From an optimization exercise on the open Yosys and OpenROAD flow, aimed at small area; shortcuts taken in it are not production practice.
Only simulation tests tie the RTL to the original design; equivalence was not proved.

==> flow/design.v (outline; a module is shown in full before it is edited, if it fits) <==
// module filter: 1043 lines
// module fa_cell: 4 lines
// module differentiator: 471 lines
// module SNR_reader: 880 lines
// module fm_demod: 32 lines
module fm_demod(
    input clk,
    input rstn,
    input en,
    input [2:0] channel,
    input [9:0] X,
    output [9:0] out,
    output [9:0] un_filtered_out,
    output filter_clk,
    output [16:0] snr
);
  // ...
==> flow/run.sh <==
#!/bin/bash
# synth_recipe.tcl (not shown) runs the flow's synth.tcl, then flattens the netlist and writes it again
# the make line also repeats each setting of config.mk as NAME=value (left out here)
make -C /OpenROAD-flow-scripts/flow DESIGN_CONFIG=/design/flow/config.mk WORK_HOME=/design/flow/orfs CLKGATE_MAP_FILE= SYNTH_SCRIPT=/design/flow/synth_recipe.tcl finish
==> flow/config.mk <==
export PLATFORM = sky130hd
export DESIGN_NAME = fm_demod
export DESIGN_NICKNAME = fm_demod
export VERILOG_FILES = /design/flow/design.v
export SDC_FILE = /design/flow/constraint.sdc
export NUM_CORES = 4
export LEC_CHECK = 0
export CAP_MARGIN = 20
export CORE_MARGIN = 2
export CORE_UTILIZATION = 65
export CTS_BUF_LIST = sky130_fd_sc_hd__clkbuf_4 sky130_fd_sc_hd__clkbuf_8
export SLEW_MARGIN = 20
export SYNTH_HIERARCHICAL = 1
==> flow/constraint.sdc <==
create_clock -name core_clock -period 35.0 [get_ports {clk}]
set_input_delay 7.0000 -clock core_clock [delete_from_list [all_inputs] [get_ports {clk}]]
set_output_delay 7.0000 -clock core_clock [all_outputs]
set_load 0.01 [all_outputs]
==> impl_metrics.env, run 1 <==
export IMPL_outcome="timing/DRC/antenna clean"
export IMPL_final_common_cell="fa_1"
export IMPL_path_delay_family="adder cells"
export IMPL_grt_pass1_wl_um=133000
export IMPL_fin_crit_sh_pct=96.3
export IMPL_crit_path_start="SNR_reader.Dn[10]$_DFFE_PN1P_"
export IMPL_slew_headroom_pct=27.9
export IMPL_hpwlAfterDp_um=63300
export IMPL_nMultiInputCombCells=1863
export IMPL_crit_path_end="SNR_reader.F[15]$_DFFE_PN0P_"
export IMPL_root_buffer="clkbuf_8"
export IMPL_synth_seq_cells=477
export IMPL_final_cell_mix="670 x fa_1, 459 x dfrtp_1, 349 x mux2i_1, 280 x nand2_1, 109 x inv_1"
export IMPL_setup_ws_ns=1.28
export IMPL_synth_nets=3348
export IMPL_drt_iter0_markers=1451
export IMPL_tns_ns=0
export IMPL_wl_met3_um=6400
export IMPL_hp_start="differentiator.filter.P34[7]$_DFF_PN0_"
export IMPL_path_clk_slew_ns=0.06
export IMPL_num_nonclk_buffers=114
export IMPL_wl_met2_um=37400
export IMPL_dieArea_um2=56800
export IMPL_post_dp_cell_area_um2=36600
export IMPL_buffer_area_share_pct=2.67
export IMPL_synthCells=2586
export IMPL_postCtsSetupBuffers=0
export IMPL_grt_busiest_layer="met1"
export IMPL_synth_edf_count=0
export IMPL_fmax_mhz=29.7
export IMPL_hold_end="differentiator.filter.P34[2]$_DFF_PN0_"
export IMPL_synth_fa_ha_area_share_pct=40.3
export IMPL_crit_type="reg -> reg"
==> run 2: changes to the inputs <==
--- a/flow/config.mk
+++ b/flow/config.mk
@@ -11,2 +11,4 @@
 export CTS_BUF_LIST = sky130_fd_sc_hd__clkbuf_4 sky130_fd_sc_hd__clkbuf_8
+export CTS_CLUSTER_DIAMETER = 60
+export CTS_CLUSTER_SIZE = 20
 export SLEW_MARGIN = 20
==> impl_metrics.env, run 2 <==
export IMPL_cts_buffer_depth=3
export IMPL_drive_gt1_share_pct=11.0
export IMPL_synth_ff_type="dfrtp_1"
export IMPL_final_area_um2=37800
export IMPL_synth_nets=3348
export IMPL_num_rows=85
export IMPL_drc=0
export IMPL_cp_end_kind="flop"
export IMPL_ys_types=65
export IMPL_worst_r2r_endpoint="SNR_reader.F[14]$_DFFE_PN0P_"
export IMPL_dieWidth_um=238
export IMPL_io_buffers=53
export IMPL_grt_max_degree=144
export IMPL_wirelength_um=81400
export IMPL_root_buffer="clkbuf_8"
export IMPL_min_period_ns=33.77
export IMPL_cts_buffers_inserted=41
export IMPL_synthCells=2586
export IMPL_worstSkewPairLatency_ns=0.67
export IMPL_whs_path_depth=1
export IMPL_largest_reg_flops=20
export IMPL_crit_buf_inv=4
export IMPL_antenna_found_initial=1
export IMPL_worstReg2RegStart="SNR_reader.Dn[10]$_DFFE_PN1P_"
export IMPL_via_count=20400
export IMPL_cts_tree="built"
export IMPL_syn_avg_cell_area_um2=13.8
export IMPL_yosys_top_cells_count="673 x fa_1, 460 x dfrtp_1, 349 x mux2i_1, 281 x nand2_1, 109 x inv_1"
export IMPL_setup_viol=0
export IMPL_largest_register="differentiator.filter.Q"
export IMPL_async_flop_share_pct=100
export IMPL_via_per_inst=6.14
export IMPL_die_h_um=238
export IMPL_routabilityCongestion=0.932
export IMPL_h_tree_depth=2
export IMPL_finalMaxSlewViolations=0
export IMPL_cp_max_fo=12
export IMPL_grt_pass1_wl_um=131000
export IMPL_finalNetCount=3369
export IMPL_setup_ws_ns=1.23
export IMPL_synthTopCellsByArea="fa_1 38%, dfrtp_1 32%, mux2i_1 9.8%"
export IMPL_critical_path_max_stage_delay_ns=0.69
export IMPL_grt_pass1_vias=22400
export IMPL_dieArea_um2=56800
export IMPL_path_delay_family="adder cells"
export IMPL_dp_cells=3231
export IMPL_synth_top_area_cell="fa_1"
export IMPL_final_cell_mix="670 x fa_1, 459 x dfrtp_1, 349 x mux2i_1, 280 x nand2_1, 109 x inv_1"
export IMPL_num_fill_cells=3786
export IMPL_fmax_mhz=29.6
export IMPL_grt_overflow_total=0
export IMPL_maxCapViolations=0
export IMPL_syn_to_final_growth_pct=6.09
export IMPL_hold_end="differentiator.filter.P34[2]$_DFF_PN0_"
export IMPL_synth_seq_cells=477
export IMPL_hp_start="differentiator.filter.P34[7]$_DFF_PN0_"
export IMPL_final_cell_count_no_fill=3331
export IMPL_yosysMostFrequentCell="fa_1"
export IMPL_hpwlAfterDp_um=63300
export IMPL_wire_per_inst_um=24.4
export IMPL_r2r_slack_ns=1.23
export IMPL_final_common_cell="fa_1"
export IMPL_tightest_slew_ns=1.08
export IMPL_critical_path_required_ns=35.53
export IMPL_cp_arrival_ns=34.30
export IMPL_dp_slack_ns=0.107
export IMPL_cts_sinks=477
export IMPL_synth_edf_count=0
export IMPL_hold_violations=0
export IMPL_path_clk_slew_ns=0.12
export IMPL_reg2regPathDepth=110
export IMPL_seq_area_frac_synth_pct=33.5
export IMPL_worst_path_most_repeated_cell="fa_1"
export IMPL_crit_slowest_cell="dfstp_4"
export IMPL_fin_crit_sh_pct=96.5
export IMPL_crit_type="reg -> reg"
export IMPL_netlist_area_um2=35700
export IMPL_synth_top_cell_area_share_pct=37.8
export IMPL_slew_headroom_pct=28.0
export IMPL_io_pins=54
export IMPL_fp_coreArea_um2=54000
export IMPL_outcome="timing/DRC/antenna clean"
export IMPL_post_dp_cell_area_um2=36600
export IMPL_clock_skew_final_ns=0.0378
export IMPL_dr_pass1_iters=5
export IMPL_start_util_pct=66.0
export IMPL_drt_iter0_markers=1385
export IMPL_crit_path_start_kind="flop"
export IMPL_postRouteAntennaNets=0
export IMPL_hold_path_class="reg -> reg"
export IMPL_ys_warn_count=9
export IMPL_gr_usage_all_layers_pct=30.7
==> run 2: cell counts after synthesis <==
Identical to the previous run, type by type.
==> run 2: logic make-up after synthesis <==
group	after synthesis	synth area share [%]
flops	477	33.5
compound gates	177	3.10
mux	474	14.0
buf+inv	246	3.24
fa+ha+maj	746	40.3
simple gates	453	5.50
xor+xnor	13	0.358
==> run 2: final cells by class <==
| type | count | area, um2 | share of cell area [%] |
|---|---|---|---|
| Clock buffer | 45 | 613 | 1.62 |
| Inverter | 110 | 413 | 1.09 |
| Timing Repair Buffer | 114 | 1030 | 2.73 |
| Antenna cell | 1 | 2.50 | 0.00661 |
| Tap cell | 696 | 871 | 2.30 |
| Sequential cell | 477 | 12000 | 31.7 |
| Clock inverter | 25 | 319 | 0.843 |
| Multi-Input combinational cell | 1863 | 22600 | 59.8 |
==> run 2: timing repair <==
item	in CTS	in global routing
hold buffers	0	0
gates resized for setup	0	20
setup buffers	0	27
endpoints found under the setup margin	0	13
==> run 2: worst max-delay path by stage <==
stage          slack, ns  cells after the start                     startpoint                            to
6_report            1.23                    110  SNR_reader.Dn[10]$_DFFE_PN1P_  SNR_reader.F[14]$_DFFE_PN0P_
5_1_grt           -0.009                    111  SNR_reader.Dn[10]$_DFFE_PN1P_  SNR_reader.F[15]$_DFFE_PN0P_
4_1_cts             0.06                    110   SNR_reader.Dn[9]$_DFFE_PN1P_  SNR_reader.F[15]$_DFFE_PN0P_
3_5_place_dp        0.11                    110   SNR_reader.Dn[9]$_DFFE_PN1P_  SNR_reader.F[15]$_DFFE_PN0P_
3_3_place_gp        0.95                    110   SNR_reader.Dn[9]$_DFFE_PN1P_  SNR_reader.F[15]$_DFFE_PN0P_
2_1_floorplan       2.04                    113   SNR_reader.Dn[4]$_DFFE_PN1P_  SNR_reader.F[11]$_DFFE_PN0P_
==> run 2: Yosys stat by module, one instance, submodules excluded, a selection <==
module,times used,flip-flops and latches,cells inside
differentiator,1,42,362
filter,1,371,906
fa_cell,672,0,1
SNR_reader,1,64,646
==> run 2: metal layers <==
layer / up-vias / global-route usage (%) / wire length (um)
li1: 8567 / - / -
met1: 11100 / 48.0 / 36400
met2: 655 / 45.2 / 37100
met3: 106 / 6.46 / 6080
met4: 0 / 7.08 / 1810
met5: - / 0 / 0
==> run 2: per-stage QoR <==
stage	TNS, ns	util, %	hold WS [ns]
2_1_floorplan	0	-	0.398
3_3_place_gp	0	67.7	0.402
3_5_place_dp	0	67.7	0.413
4_1_cts	0	69.5	0.427
5_1_grt	-0.0129	70.0	0.440
6_report	0	70.0	0.425
==> run 3: changes to the inputs <==
--- a/flow/config.mk
+++ b/flow/config.mk
@@ -9,6 +9,3 @@
 export CORE_MARGIN = 2
-export CORE_UTILIZATION = 65
-export CTS_BUF_LIST = sky130_fd_sc_hd__clkbuf_4 sky130_fd_sc_hd__clkbuf_8
-export CTS_CLUSTER_DIAMETER = 60
-export CTS_CLUSTER_SIZE = 20
+export CORE_UTILIZATION = 40
 export SLEW_MARGIN = 20
==> impl_metrics.env, run 3 <==
export IMPL_outcome="timing/DRC/antenna clean"
export IMPL_syn_to_final_growth_pct=11.0
export IMPL_slew_headroom_pct=29.2
export IMPL_drc=0
export IMPL_largest_register="differentiator.filter.Q"
export IMPL_num_rows=109
export IMPL_synth_ff_type="dfrtp_1"
export IMPL_maxCapViolations=0
export IMPL_yosysMostFrequentCell="fa_1"
export IMPL_start_util_pct=40.4
export IMPL_final_common_cell="fa_1"
export IMPL_tightest_slew_ns=1.06
export IMPL_h_tree_depth=2
export IMPL_cp_end_kind="flop"
export IMPL_whs_path_depth=1
export IMPL_tns_ns=0
export IMPL_postRouteAntennaNets=0
export IMPL_final_cell_mix="671 x fa_1, 459 x dfrtp_1, 349 x mux2i_1, 280 x nand2_1, 109 x inv_1"
export IMPL_cts_buffer_depth=3
export IMPL_grt_pass1_vias=23700
export IMPL_multi_input_area_um2=22600
export IMPL_drive_gt1_share_pct=11.9
export IMPL_cts_tree="built"
export IMPL_via_count=20300
export IMPL_grt_setup_unrepaired="no"
export IMPL_netlist_area_um2=35700
export IMPL_critical_path_max_stage_delay_ns=0.69
export IMPL_antenna_diode_count=0
export IMPL_seqCellArea_um2=12000
export IMPL_via_per_inst=5.30
export IMPL_root_buffer="clkbuf_16"
export IMPL_grt_max_degree=181
export IMPL_cp_max_fo=11
export IMPL_worstSkewPairLatency_ns=0.66
export IMPL_syn_avg_cell_area_um2=13.8
export IMPL_path_clk_slew_ns=0.07
export IMPL_cts_sinks=477
export IMPL_fp_coreArea_um2=88400
export IMPL_hold_path_class="reg -> reg"
export IMPL_synth_top_cell_area_share_pct=37.8
export IMPL_crit_path_start_kind="flop"
export IMPL_critical_path_required_ns=35.50
export IMPL_dp_slack_ns=0.382
export IMPL_synth_nets=3348
export IMPL_synthTopCellsByArea="fa_1 38%, dfrtp_1 32%, mux2i_1 9.8%"
export IMPL_cp_arrival_ns=33.96
export IMPL_clock_skew_final_ns=0.0487
export IMPL_min_period_ns=33.46
export IMPL_hpwlAfterDp_um=66600
export IMPL_yosys_top_cells_count="673 x fa_1, 460 x dfrtp_1, 349 x mux2i_1, 281 x nand2_1, 109 x inv_1"
export IMPL_fin_crit_sh_pct=95.6
export IMPL_drt_iter0_markers=1230
export IMPL_antenna_found_initial=1
export IMPL_gr_usage_all_layers_pct=19.9
export IMPL_ys_types=65
export IMPL_cts_buffers_inserted=56
export IMPL_finalMaxSlewViolations=0
export IMPL_io_buffers=53
export IMPL_fmax_mhz=29.9
export IMPL_seq_area_frac_synth_pct=33.5
export IMPL_crit_type="reg -> reg"
export IMPL_synth_edf_count=0
export IMPL_largest_reg_flops=20
export IMPL_dieWidth_um=303
export IMPL_num_fill_cells=7853
export IMPL_hold_violations=0
export IMPL_ys_warn_count=9
export IMPL_r2r_slack_ns=1.54
export IMPL_dieArea_um2=91600
export IMPL_wire_per_inst_um=22.6
export IMPL_post_dp_cell_area_um2=37200
export IMPL_synth_seq_cells=477
export IMPL_crit_slowest_cell="dfstp_4"
export IMPL_synth_top_area_cell="fa_1"
export IMPL_worst_path_most_repeated_cell="fa_1"
export IMPL_dr_pass1_iters=5
export IMPL_setup_viol=0
export IMPL_die_h_um=303
export IMPL_routabilityCongestion=0.888
export IMPL_synthCells=2586
export IMPL_grt_overflow_total=0
export IMPL_wirelength_um=86600
export IMPL_io_pins=54
export IMPL_grt_pass1_wl_um=140000
export IMPL_final_area_um2=39600
export IMPL_reg2regPathDepth=110
export IMPL_async_flop_share_pct=100
export IMPL_setup_ws_ns=1.54
export IMPL_finalNetCount=3384
-- run 3: metrics by stage --
stage / cells / hold WS, ns / util, %
after detailed placement: 3704 / 0.403 / 42.1
after global routing: 3835 / 0.433 / 44.8
after global placement: 3704 / 0.409 / 42.1
after CTS: 3810 / 0.411 / 44.5
final: 3835 / 0.401 / 44.8
after floorplan: 2586 / 0.398 / -
-- run 3: cell families after synthesis --
| family | after synthesis | share of synthesized area, % |
|---|---|---|
| fa+ha+maj | 746 | 40.3 |
| flops | 477 | 33.5 |
| mux | 474 | 14.0 |
| simple gates | 453 | 5.50 |
| buf+inv | 246 | 3.24 |
| compound gates | 177 | 3.10 |
| xor+xnor | 13 | 0.358 |
-- run 3: what timing repair did --
action	4_1_cts	5_1_grt
gates resized for setup	0	17
setup endpoints to repair	0	13
hold endpoints to repair	0	0
buffers inserted	0	24
hold buffers	0	0
-- run 3: metal layers --
metal	vias to the layer above	wire [um]	track usage, %
li1	8647	-	-
met1	11100	37100	26.9
met2	453	43200	33.4
met3	141	3850	3.22
met4	2	2430	5.52
met5	-	15	0
-- run 3: final cells by class --
| cell class | count | share of cell area, % |
|---|---|---|
| Clock buffer | 75 | 4.02 |
| Clock inverter | 31 | 1.26 |
| Inverter | 110 | 1.04 |
| Multi-Input combinational cell | 1863 | 57.1 |
| Sequential cell | 477 | 30.2 |
| Tap cell | 1165 | 3.68 |
| Timing Repair Buffer | 114 | 2.63 |
-- run 3: final timing paths --
check / start / to
max reg2reg: SNR_reader.Dn[10]$_DFFE_PN1P_ / SNR_reader.F[11]$_DFFE_PN0P_
min reg2reg: differentiator.filter.P34[6]$_DFF_PN0_ / differentiator.filter.P34[1]$_DFF_PN0_
min in group asynchronous: rstn / differentiator.filter_clk_r$_DFFE_PN0P_
max in group asynchronous: rstn / differentiator.filter.P12[0]$_DFF_PN0_
max: SNR_reader.Dn[10]$_DFFE_PN1P_ / SNR_reader.F[11]$_DFFE_PN0P_
min: differentiator.filter.P34[6]$_DFF_PN0_ / differentiator.filter.P34[1]$_DFF_PN0_
-- run 3: modules after synthesis, one instance, submodules excluded, excerpt --
module,cells inside,flops+latches,area (um2),times used
fa_cell,1,0,20.0,672
filter,906,371,14200,1
SNR_reader,646,64,5280,1
differentiator,362,42,2750,1
-- run 3: worst max-delay path, delay by kind of cell (launching register included) --
family | cells | cell delay (ns)
flops | 1 | 0.69
buf+inv | 3 | 0.35
simple gates | 28 | 4.00
mux | 3 | 0.56
compound gates | 10 | 1.53
fa+ha+maj | 66 | 26.17
==> run 4: changes to the inputs <==
--- a/flow/config.mk
+++ b/flow/config.mk
@@ -9,3 +9,6 @@
 export CORE_MARGIN = 2
-export CORE_UTILIZATION = 40
+export CORE_UTILIZATION = 65
+export CTS_BUF_LIST = sky130_fd_sc_hd__clkbuf_8 sky130_fd_sc_hd__clkbuf_16
+export CTS_CLUSTER_DIAMETER = 100
+export CTS_CLUSTER_SIZE = 30
 export SLEW_MARGIN = 20
==> impl_metrics.env, run 4 <==
export IMPL_ys_warn_count=9
export IMPL_postCtsHoldBufs=0
export IMPL_cts_buffers_inserted=25
export IMPL_finalMaxSlewViolations=0
export IMPL_critical_path_required_ns=35.48
export IMPL_via_per_inst=6.18
export IMPL_finalNetCount=3352
export IMPL_crit_slowest_cell="dfstp_4"
export IMPL_synth_seq_cells=477
export IMPL_crit_path_start_kind="flop"
export IMPL_io_buffers=53
export IMPL_hold_path_class="reg -> reg"
export IMPL_synth_top_cell_area_share_pct=37.8
export IMPL_drive_gt1_share_pct=9.80
export IMPL_netlist_area_um2=35700
export IMPL_dr_pass1_iters=6
export IMPL_fmax_mhz=29.6
export IMPL_synth_top_area_cell="fa_1"
export IMPL_setup_ws_ns=1.27
export IMPL_slew_headroom_pct=27.2
export IMPL_cp_end_kind="flop"
export IMPL_largest_reg_flops=20
export IMPL_synth_nets=3348
export IMPL_critical_path_max_stage_delay_ns=0.69
export IMPL_antenna_found_initial=0
export IMPL_yosys_top_cells_count="673 x fa_1, 460 x dfrtp_1, 349 x mux2i_1, 281 x nand2_1, 109 x inv_1"
export IMPL_min_period_ns=33.73
export IMPL_postRouteAntennaNets=0
export IMPL_routabilityCongestion=0.932
export IMPL_h_tree_depth=1
export IMPL_final_common_cell="fa_1"
export IMPL_synthTopCellsByArea="fa_1 38%, dfrtp_1 32%, mux2i_1 9.8%"
export IMPL_syn_to_final_growth_pct=5.91
export IMPL_cts_buffer_depth=3
export IMPL_ys_types=65
export IMPL_seq_area_frac_synth_pct=33.5
export IMPL_dp_cells=3231
export IMPL_die_h_um=238
export IMPL_dieWidth_um=238
export IMPL_outcome="timing/DRC/antenna clean"
export IMPL_yosysMostFrequentCell="fa_1"
export IMPL_wirelength_um=80800
export IMPL_synthCells=2586
export IMPL_num_rows=85
export IMPL_drt_iter0_markers=1448
export IMPL_via_count=20400
export IMPL_cp_arrival_ns=34.21
export IMPL_synth_edf_count=0
export IMPL_hold_violations=0
export IMPL_final_cell_mix="670 x fa_1, 459 x dfrtp_1, 349 x mux2i_1, 280 x nand2_1, 112 x inv_1"
export IMPL_clock_skew_final_ns=0.0480
export IMPL_async_flop_share_pct=100
export IMPL_gr_usage_all_layers_pct=30.5
export IMPL_final_cell_count_no_fill=3298
export IMPL_whs_path_depth=1
export IMPL_drc=0
export IMPL_worstSkewPairLatency_ns=0.62
export IMPL_root_buffer="clkbuf_16"
export IMPL_largest_register="differentiator.filter.Q"
export IMPL_multi_input_area_um2=22600
export IMPL_synth_ff_type="dfrtp_1"
export IMPL_hpwlAfterDp_um=63300
export IMPL_io_pins=54
export IMPL_wire_per_inst_um=24.5
export IMPL_reg2regPathDepth=111
export IMPL_dp_slack_ns=0.107
export IMPL_hold_end="differentiator.filter.P34[2]$_DFF_PN0_"
export IMPL_cts_tree="built"
export IMPL_syn_avg_cell_area_um2=13.8
export IMPL_num_fill_cells=3788
export IMPL_path_clk_slew_ns=0.11
export IMPL_grt_pass1_wl_um=131000
export IMPL_grt_overflow_total=0
export IMPL_fin_crit_sh_pct=96.4
export IMPL_dieArea_um2=56800
export IMPL_cp_max_fo=12
export IMPL_start_util_pct=66.0
export IMPL_maxCapViolations=0
export IMPL_cts_sinks=477
export IMPL_worstReg2RegStart="SNR_reader.Dn[10]$_DFFE_PN1P_"
export IMPL_r2r_slack_ns=1.27
export IMPL_setup_viol=0
export IMPL_grt_max_degree=144
export IMPL_seqCellArea_um2=12000
export IMPL_grt_pass1_vias=22300
export IMPL_worst_path_most_repeated_cell="fa_1"
export IMPL_whs_ns=0.422
export IMPL_fp_coreArea_um2=54000
export IMPL_antenna_diode_count=0
export IMPL_worst_r2r_endpoint="SNR_reader.F[15]$_DFFE_PN0P_"
export IMPL_hp_start="differentiator.filter.P34[7]$_DFF_PN0_"
export IMPL_crit_type="reg -> reg"
export IMPL_tightest_slew_ns=1.09
[run 4: cell count changes in the layout (fill, tap and decap cells not counted), moves of 2 or more]
cell	delta
dfstp_2	-2
clkbuf_8	-12
clkinv_2	-8
clkinv_16	+2
clkinv_4	-2
clkbuf_16	-31
clkinvlp_4	-5
dfstp_4	+2
inv_16	+4
bufinv_16	-10
clkbuf_1	-7
inv_1	+3
[run 4: worst max path at each step]
stage / from / end / depth (start not counted)
final: SNR_reader.Dn[10]$_DFFE_PN1P_ / SNR_reader.F[15]$_DFFE_PN0P_ / 111
after global placement: SNR_reader.Dn[9]$_DFFE_PN1P_ / SNR_reader.F[15]$_DFFE_PN0P_ / 110
after global routing: SNR_reader.Dn[10]$_DFFE_PN1P_ / SNR_reader.F[15]$_DFFE_PN0P_ / 111
after CTS: SNR_reader.Dn[9]$_DFFE_PN1P_ / SNR_reader.F[15]$_DFFE_PN0P_ / 110
after detailed placement: SNR_reader.Dn[9]$_DFFE_PN1P_ / SNR_reader.F[15]$_DFFE_PN0P_ / 110
after floorplan: SNR_reader.Dn[4]$_DFFE_PN1P_ / SNR_reader.F[11]$_DFFE_PN0P_ / 113
[run 4: cells by family after synthesis]
logic type      Yosys count  share of synthesized area (%)
fa+ha+maj               746                           40.3
compound gates          177                           3.10
buf+inv                 246                           3.24
simple gates            453                           5.50
mux                     474                           14.0
xor+xnor                 13                          0.358
flops                   477                           33.5
[run 4: timing repair]
| item | in CTS | in global routing |
|---|---|---|
| setup endpoints to repair | 0 | 13 |
| resized for setup | 0 | 20 |
| buffers inserted | 0 | 26 |
[run 4: worst max-delay path, delay by kind of cell (launching register included)]
kind / cells / cell delay, ns
AO/OA/AOI/OAI: 10 / 1.42
adder cells (fa/ha/maj): 66 / 26.21
buffers and inverters: 4 / 0.54
flip-flops: 1 / 0.69
multiplexers: 3 / 0.56
AND/OR/NAND/NOR: 28 / 4.11
[run 4: per-module statistics from Yosys, one instance, submodules excluded, excerpt]
module / copies in the design / cells / flip-flops and latches
differentiator: 1 / 362 / 42
filter: 1 / 906 / 371
SNR_reader: 1 / 646 / 64
fa_cell: 672 / 1 / 0
[run 4: layout make-up]
| class | count | share of cell area, % |
|---|---|---|
| multi-input combinational | 1863 | 59.9 |
| sequential | 477 | 31.7 |
| timing repair buffer | 113 | 2.72 |
| tap | 696 | 2.31 |
| clock buffer | 25 | 1.66 |
| inverter | 110 | 1.09 |
| clock inverter | 14 | 0.669 |
[run 4: layer usage]
metal | vias up | part of all wire [%] | track usage, %
li1 | 8543 | - | -
met1 | 11100 | 45 | 48.3
met2 | 643 | 45 | 45.0
met3 | 91 | 7.6 | 5.73
met4 | 0 | 2.0 | 6.04
met5 | - | 0 | 0
[run 4: metrics by stage]
step	cell area (um2)	TNS, ns	util [%]
5_1_grt	37800	-0.0356	69.9
6_report	37800	0	69.9
4_1_cts	37500	0	69.4
3_5_place_dp	36600	0	67.7
3_3_place_gp	36600	0	67.7
2_1_floorplan	35700	0	-

## what the ideal ports hide
In the flow no input, the clock included, has a driving cell. The finished layouts below were timed again as built, in two steps. Step 1 sets driving cells, clkbuf_16 on the clock port and buf_2 on the other inputs (assumed; they add their load-dependent delay and slew). Step 2 adds t to the input delays and takes it off the output delays; t is the mean of the earliest and latest rising clock arrival at the registers after step 1. Input paths then give back, and output paths get back, about the clock's delay inside the block. Slacks: no drivers / after step 1 / after step 2; pairs: no drivers / after step 1.
run	t (ns)	setup slack, ns	worst setup path after step 2	clock arrival spread, ns	worst slew at a driven data input, ns
run 1	0.730	1.281 / 1.281 / 1.281	register to register	0.036 / 0.036	0.05
run 2	0.705	1.233 / 1.233 / 1.233	register to register	0.038 / 0.038	0.05
run 3	0.705	1.541 / 1.541 / 1.541	register to register	0.055 / 0.055	0.05
run 4	0.657	1.273 / 1.273 / 1.273	register to register	0.053 / 0.053	0.05
After both steps every run listed still meets setup and hold.
